Source: an optimization exercise on an open RTL-to-GDS flow (aim: small area, a short achievable clock period and few clock cycles). Production flows keep margins and buffers that such runs may drop.
RTL that was checked went through simulation tests only; none was proved equivalent to the original.

==> inputs of job 7024 <==
==> flow/design.v (excerpt) <==
module viterbi_hamming (clk, reset, in_valid, r, out_valid, cw, metric);
==> module viterbi_hamming, before the edit <==
module viterbi_hamming (clk, reset, in_valid, r, out_valid, cw, metric);
  input         clk;
  input         reset;
  input         in_valid;
  input  [63:0] r;
  output reg        out_valid;
  output reg [7:0]  cw;
  output reg [10:0] metric;
  reg [63:0] r_q;
  reg        v_q;
  wire signed [7:0] x0 = r_q[7:0],   x1 = r_q[15:8],  x2 = r_q[23:16], x3 = r_q[39:32];
  wire signed [7:0] x4 = r_q[31:24], x5 = r_q[47:40], x6 = r_q[55:48], x7 = r_q[63:56];
  wire signed [8:0] a0 = x0 + x1, a1 = x0 - x1, a2 = x2 + x3, a3 = x2 - x3;
  wire signed [8:0] a4 = x4 + x5, a5 = x4 - x5, a6 = x6 + x7, a7 = x6 - x7;
  wire signed [9:0] b0 = a0 + a2, b1 = a1 + a3, b2 = a0 - a2, b3 = a1 - a3;
  wire signed [9:0] b4 = a4 + a6, b5 = a5 + a7, b6 = a4 - a6, b7 = a5 - a7;
  wire signed [10:0] h0 = b0 + b4, h1 = b1 + b5, h2 = b2 + b6, h3 = b3 + b7;
  wire signed [10:0] h4 = b0 - b4, h5 = b1 - b5, h6 = b2 - b6, h7 = b3 - b7;
  function [10:0] key(input [10:0] h);
    key = {h[9:0] ^ {10{h[10]}}, h[10]};
  endfunction
  wire [10:0] k0 = key(h0), k1 = key(h1), k2 = key(h2), k3 = key(h3);
  wire [10:0] k4 = key(h4), k5 = key(h5), k6 = key(h6), k7 = key(h7);
  wire g01 = k1 > k0, g23 = k3 > k2, g45 = k5 > k4, g67 = k7 > k6;
  wire [10:0] m01 = g01 ? k1 : k0, m23 = g23 ? k3 : k2;
  wire [10:0] m45 = g45 ? k5 : k4, m67 = g67 ? k7 : k6;
  wire g03 = m23 > m01, g47 = m67 > m45;
  wire [10:0] m03 = g03 ? m23 : m01, m47 = g47 ? m67 : m45;
  wire g07 = m47 > m03;
  wire [10:0] mk = g07 ? m47 : m03;
  wire [2:0] a;
  assign a[2] = g07;
  assign a[1] = g07 ? g47 : g03;
  assign a[0] = g07 ? (g47 ? g67 : g45) : (g03 ? g23 : g01);
  wire [10:0] mag = {1'b0, mk[10:1]} + {10'd0, mk[0]};
  wire        a0b = ~mk[0];   
  wire [7:0] c;
  assign c[0] = a0b;                          
  assign c[1] = a[0] ^ a0b;                   
  assign c[2] = a[1] ^ a0b;                   
  assign c[4] = a[0] ^ a[1] ^ a0b;            
  assign c[3] = a[2] ^ a0b;                   
  assign c[5] = a[2] ^ a[0] ^ a0b;            
  assign c[6] = a[2] ^ a[1] ^ a0b;            
  assign c[7] = a[2] ^ a[1] ^ a[0] ^ a0b;     
  always @(posedge clk) begin
    if (reset) begin
      v_q <= 1'b0;
      out_valid <= 1'b0;
    end else begin
      v_q <= in_valid;
      out_valid <= v_q;
    end
    r_q <= r;
    cw <= c;
    metric <= mag;
  end
endmodule
Settings: LEC_CHECK=0, CAP_MARGIN=20, CORE_MARGIN=2, CORE_UTILIZATION=40, SLEW_MARGIN=20; clock period 15.0 ns.
run.sh (not shown) runs the stock make flow with config.mk's settings and CLKGATE_MAP_FILE= SYNTH_SCRIPT=/design/flow/synth_recipe.tcl, a recipe that flattens the netlist after the stock synthesis.
==> job 5666: changes against job 7024 <==
==> flow/design.v (replaced) <==
module vh_addsub #(parameter W = 8, parameter SUB = 0) (a, b, s);
  input  [W-1:0] a, b;
  output [W:0]   s;
  wire [W:0] x = {a[W-1], a};
  wire [W:0] y = {b[W-1], b} ^ {(W+1){SUB[0]}};
  wire [W+1:0] c;
  assign c[0] = SUB[0];
  genvar i;
  generate
    for (i = 0; i <= W; i = i + 1) begin : bit_
      assign s[i]   = x[i] ^ y[i] ^ c[i];
      assign c[i+1] = (x[i] & y[i]) | (c[i] & (x[i] ^ y[i]));
    end
  endgenerate
endmodule
module vh_addu #(parameter W = 9) (a, b, ci, s);
  input  [W-1:0] a, b;
  input          ci;
  output [W:0]   s;
  wire [W:0] c;
  assign c[0] = ci;
  genvar i;
  generate
    for (i = 0; i < W; i = i + 1) begin : bit_
      assign s[i]   = a[i] ^ b[i] ^ c[i];
      assign c[i+1] = (a[i] & b[i]) | (c[i] & (a[i] ^ b[i]));
    end
  endgenerate
  assign s[W] = c[W];
endmodule
module vh_gt #(parameter W = 11) (a, b, gt);
  input  [W-1:0] a, b;
  output         gt;
  wire [W:0] c;
  assign c[0] = 1'b0;
  genvar i;
  generate
    for (i = 0; i < W; i = i + 1) begin : bit_
      assign c[i+1] = (a[i] & ~b[i]) | (c[i] & ~(a[i] ^ b[i]));
    end
  endgenerate
  assign gt = c[W];
endmodule
module vh_pair (x, y, s, sx, sy);
  input  [9:0] x, y;
  output [9:0] s;
  output       sx, sy;
  assign sx = x[9];
  assign sy = y[9];
  vh_addu #(9) add (.a(x[8:0] ^ {9{sx}}), .b(y[8:0] ^ {9{sy}}), .ci(sx), .s(s));
endmodule
module viterbi_hamming (clk, reset, in_valid, r, out_valid, cw, metric);
  input         clk;
  input         reset;
  input         in_valid;
  input  [63:0] r;
  output reg        out_valid;
  output reg [7:0]  cw;
  output reg [10:0] metric;
  reg [63:0] r_q;
  reg        v_q, v2_q;
  wire [7:0] x0 = r_q[7:0],   x1 = r_q[15:8],  x2 = r_q[23:16], x3 = r_q[39:32];
  wire [7:0] x4 = r_q[31:24], x5 = r_q[47:40], x6 = r_q[55:48], x7 = r_q[63:56];
  wire [8:0] a0, a1, a2, a3, a4, a5, a6, a7;
  vh_addsub #(8, 0) s1_0 (.a(x0), .b(x1), .s(a0));
  vh_addsub #(8, 1) s1_1 (.a(x0), .b(x1), .s(a1));
  vh_addsub #(8, 0) s1_2 (.a(x2), .b(x3), .s(a2));
  vh_addsub #(8, 1) s1_3 (.a(x2), .b(x3), .s(a3));
  vh_addsub #(8, 0) s1_4 (.a(x4), .b(x5), .s(a4));
  vh_addsub #(8, 1) s1_5 (.a(x4), .b(x5), .s(a5));
  vh_addsub #(8, 0) s1_6 (.a(x6), .b(x7), .s(a6));
  vh_addsub #(8, 1) s1_7 (.a(x6), .b(x7), .s(a7));
  wire [9:0] b0, b1, b2, b3, b4, b5, b6, b7;
  vh_addsub #(9, 0) s2_0 (.a(a0), .b(a2), .s(b0));
  vh_addsub #(9, 0) s2_1 (.a(a1), .b(a3), .s(b1));
  vh_addsub #(9, 1) s2_2 (.a(a0), .b(a2), .s(b2));
  vh_addsub #(9, 1) s2_3 (.a(a1), .b(a3), .s(b3));
  vh_addsub #(9, 0) s2_4 (.a(a4), .b(a6), .s(b4));
  vh_addsub #(9, 0) s2_5 (.a(a5), .b(a7), .s(b5));
  vh_addsub #(9, 1) s2_6 (.a(a4), .b(a6), .s(b6));
  vh_addsub #(9, 1) s2_7 (.a(a5), .b(a7), .s(b7));
  wire [9:0] s0, s1, s2, s3;
  wire sx0, sx1, sx2, sx3, sy0, sy1, sy2, sy3;
  vh_pair p0 (.x(b0), .y(b4), .s(s0), .sx(sx0), .sy(sy0));
  vh_pair p1 (.x(b1), .y(b5), .s(s1), .sx(sx1), .sy(sy1));
  vh_pair p2 (.x(b2), .y(b6), .s(s2), .sx(sx2), .sy(sy2));
  vh_pair p3 (.x(b3), .y(b7), .s(s3), .sx(sx3), .sy(sy3));
  reg [9:0] s0_q, s1_q, s2_q, s3_q;
  reg [3:0] sx_q, sy_q;
  wire [10:0] k0 = {s0_q, sy_q[0]}, k1 = {s1_q, sy_q[1]};
  wire [10:0] k2 = {s2_q, sy_q[2]}, k3 = {s3_q, sy_q[3]};
  wire [3:0]  hiv = sx_q ^ sy_q;
  wire g10, g20, g30, g21, g31, g32;
  vh_gt #(11) c10 (.a(k1), .b(k0), .gt(g10));
  vh_gt #(11) c20 (.a(k2), .b(k0), .gt(g20));
  vh_gt #(11) c30 (.a(k3), .b(k0), .gt(g30));
  vh_gt #(11) c21 (.a(k2), .b(k1), .gt(g21));
  vh_gt #(11) c31 (.a(k3), .b(k1), .gt(g31));
  vh_gt #(11) c32 (.a(k3), .b(k2), .gt(g32));
  wire [3:0] w;
  assign w[0] = ~g10 & ~g20 & ~g30;
  assign w[1] =  g10 & ~g21 & ~g31;
  assign w[2] =  g20 &  g21 & ~g32;
  assign w[3] =  g30 &  g31 &  g32;
  wire [10:0] mk = ({11{w[0]}} & k0) | ({11{w[1]}} & k1) | ({11{w[2]}} & k2) | ({11{w[3]}} & k3);
  wire hi = |(w & hiv);
  wire sg = |(w & sx_q);
  wire [2:0] a = {hi, w[2] | w[3], w[1] | w[3]};
  wire [10:0] mag = {1'b0, mk[10:1]} + {10'd0, mk[0]};
  wire a0b = ~sg;
  wire [7:0] c;
  assign c[0] = a0b;                          
  assign c[1] = a[0] ^ a0b;                   
  assign c[2] = a[1] ^ a0b;                   
  assign c[4] = a[0] ^ a[1] ^ a0b;            
  assign c[3] = a[2] ^ a0b;                   
  assign c[5] = a[2] ^ a[0] ^ a0b;            
  assign c[6] = a[2] ^ a[1] ^ a0b;            
  assign c[7] = a[2] ^ a[1] ^ a[0] ^ a0b;     
  always @(posedge clk) begin
    if (reset) begin
      v_q <= 1'b0;
      v2_q <= 1'b0;
      out_valid <= 1'b0;
    end else begin
      v_q <= in_valid;
      v2_q <= v_q;
      out_valid <= v2_q;
    end
    r_q <= r;
    s0_q <= s0;
    s1_q <= s1;
    s2_q <= s2;
    s3_q <= s3;
    sx_q <= {sx3, sx2, sx1, sx0};
    sy_q <= {sy3, sy2, sy1, sy0};
    cw <= c;
    metric <= mag;
  end
endmodule
==> flow/flow/run.sh (new file) <==
#!/bin/bash
# Layout flow: the standard flow, with Yosys's full/half-adder extraction off
# so that ABC maps the adders itself, and plain buffers on the ports.
set -e
echo "export ADDER_MAP_FILE =" >> config.mk
echo "export BUFFER_PORTS_ARGS = -buffer_cell sky130_fd_sc_hd__buf_1" >> config.mk
bash standard.sh > standard.log 2>&1
==> flow/standard.sh (new file) <==
#!/bin/bash
# synth_recipe.tcl (not shown) runs the flow's synth.tcl, then flattens the netlist and writes it again
# the make line also repeats each setting of config.mk as NAME=value (left out here)
make -C /OpenROAD-flow-scripts/flow DESIGN_CONFIG=/design/flow/config.mk WORK_HOME=/design/flow/orfs CLKGATE_MAP_FILE= SYNTH_SCRIPT=/design/flow/synth_recipe.tcl "${@:-finish}"
Settings changed: ABC_AREA from default to 1, BUFFER_PORTS_ARGS from default to -buffer_cell sky130_fd_sc_hd__buf_1, CORE_UTILIZATION 40 to 60, CTS_BUF_LIST from default to sky130_fd_sc_hd__clkbuf_8, CTS_CLUSTER_SIZE from default to 30.
removed: flow/run.sh
==> summary of the runs <==
Of job 5666 and job 7024, job 7024 has the higher critical path depth (gap 47). In job 7024 the final cell count is larger than in job 5666, by about 22%. Via count: job 7024 is larger than job 5666 (34%). In job 5666 the count of clock-buffer cells in the layout is higher than in job 7024, by 9. Of job 7024 and job 5666, job 7024 has the higher worst hold slack (gap 0.043 ns). Against job 7024, the area after synthesis of job 5666 is lower by 30%. Between job 5666 and job 7024, the lower sequential share of layout area is in job 7024 (gap 13 points). Of job 7024 and job 5666, job 7024 has the higher final area (gap about 43%, measured against job 5666). Of job 7024 and job 5666, job 5666 has the higher flip-flop and latch count (gap 49).
==> figures <==
metric	job 5666	job 7024
Fraction of the mapped netlist area in simple logic gates	43.8%	13.9%
Per-cell via count in the routed design	4.94	5.45
Post-synthesis instance total	1,663	1,925
Seq cells	134	85
Grt met1 use	35.9%	28.2%
Clock network contribution to total cell area	3.29%	1.84%
Met2 WL post-DR	11,100 µm	18,700 µm
Clock latency at the later pin of the worst-skew pair	0.46 ns	0.39 ns
Tap Count	225	468
Outcome	no timing/DRC/antenna violations	no timing/DRC/antenna violations
Total routing usage reported by global routing	27.5%	21.9%
Syn_area_per_cell	6.36 µm²	7.81 µm²
Pin count of the biggest net entering global routing	17	25
Arrival time of the worst setup path	0.93 ns	12.45 ns
Layout-to-synthesis area ratio	1.089x	1.099x
Largest area contributor in the synthesized netlist	dfxtp_1	ha_1
Post-layout instance count excluding filler cells	2,002	2,435
Area of the placeable core	17,200 µm²	36,800 µm²
Slowest stage cell on the critical path	dfxtp_1	a21bo_1
Testbench counts of job 5666, summed over its fixed seeds: cycles 32,016.
For job 7024, only the layout was checked, not whether the RTL still works.

[re-timing with driven ports]
Ports are ideal in the flow. The routed layouts listed here were re-timed in OpenROAD.
Step 1 sets driving cells, clkbuf_16 on the clock port and buf_2 on the other inputs (assumed; they add their load-dependent delay and slew).
Step 2 moves the port delays by t, midway between the first and last clock arrival at a register: inputs arrive t later, outputs are due t later. That takes back most of the time a late clock gives input paths.
a / b / c = ideal / step 1 / step 2; a / b = the first two.
run | t (ns) | setup slack, ns | clock arrival spread, ns
job 7024 | 0.431 | 2.813 / 2.813 / 2.813 | 0.017 / 0.017
job 5666 | 0.503 | 11.069 / 11.025 / 11.088 | 0.016 / 0.016
After both steps every run listed still meets setup and hold.
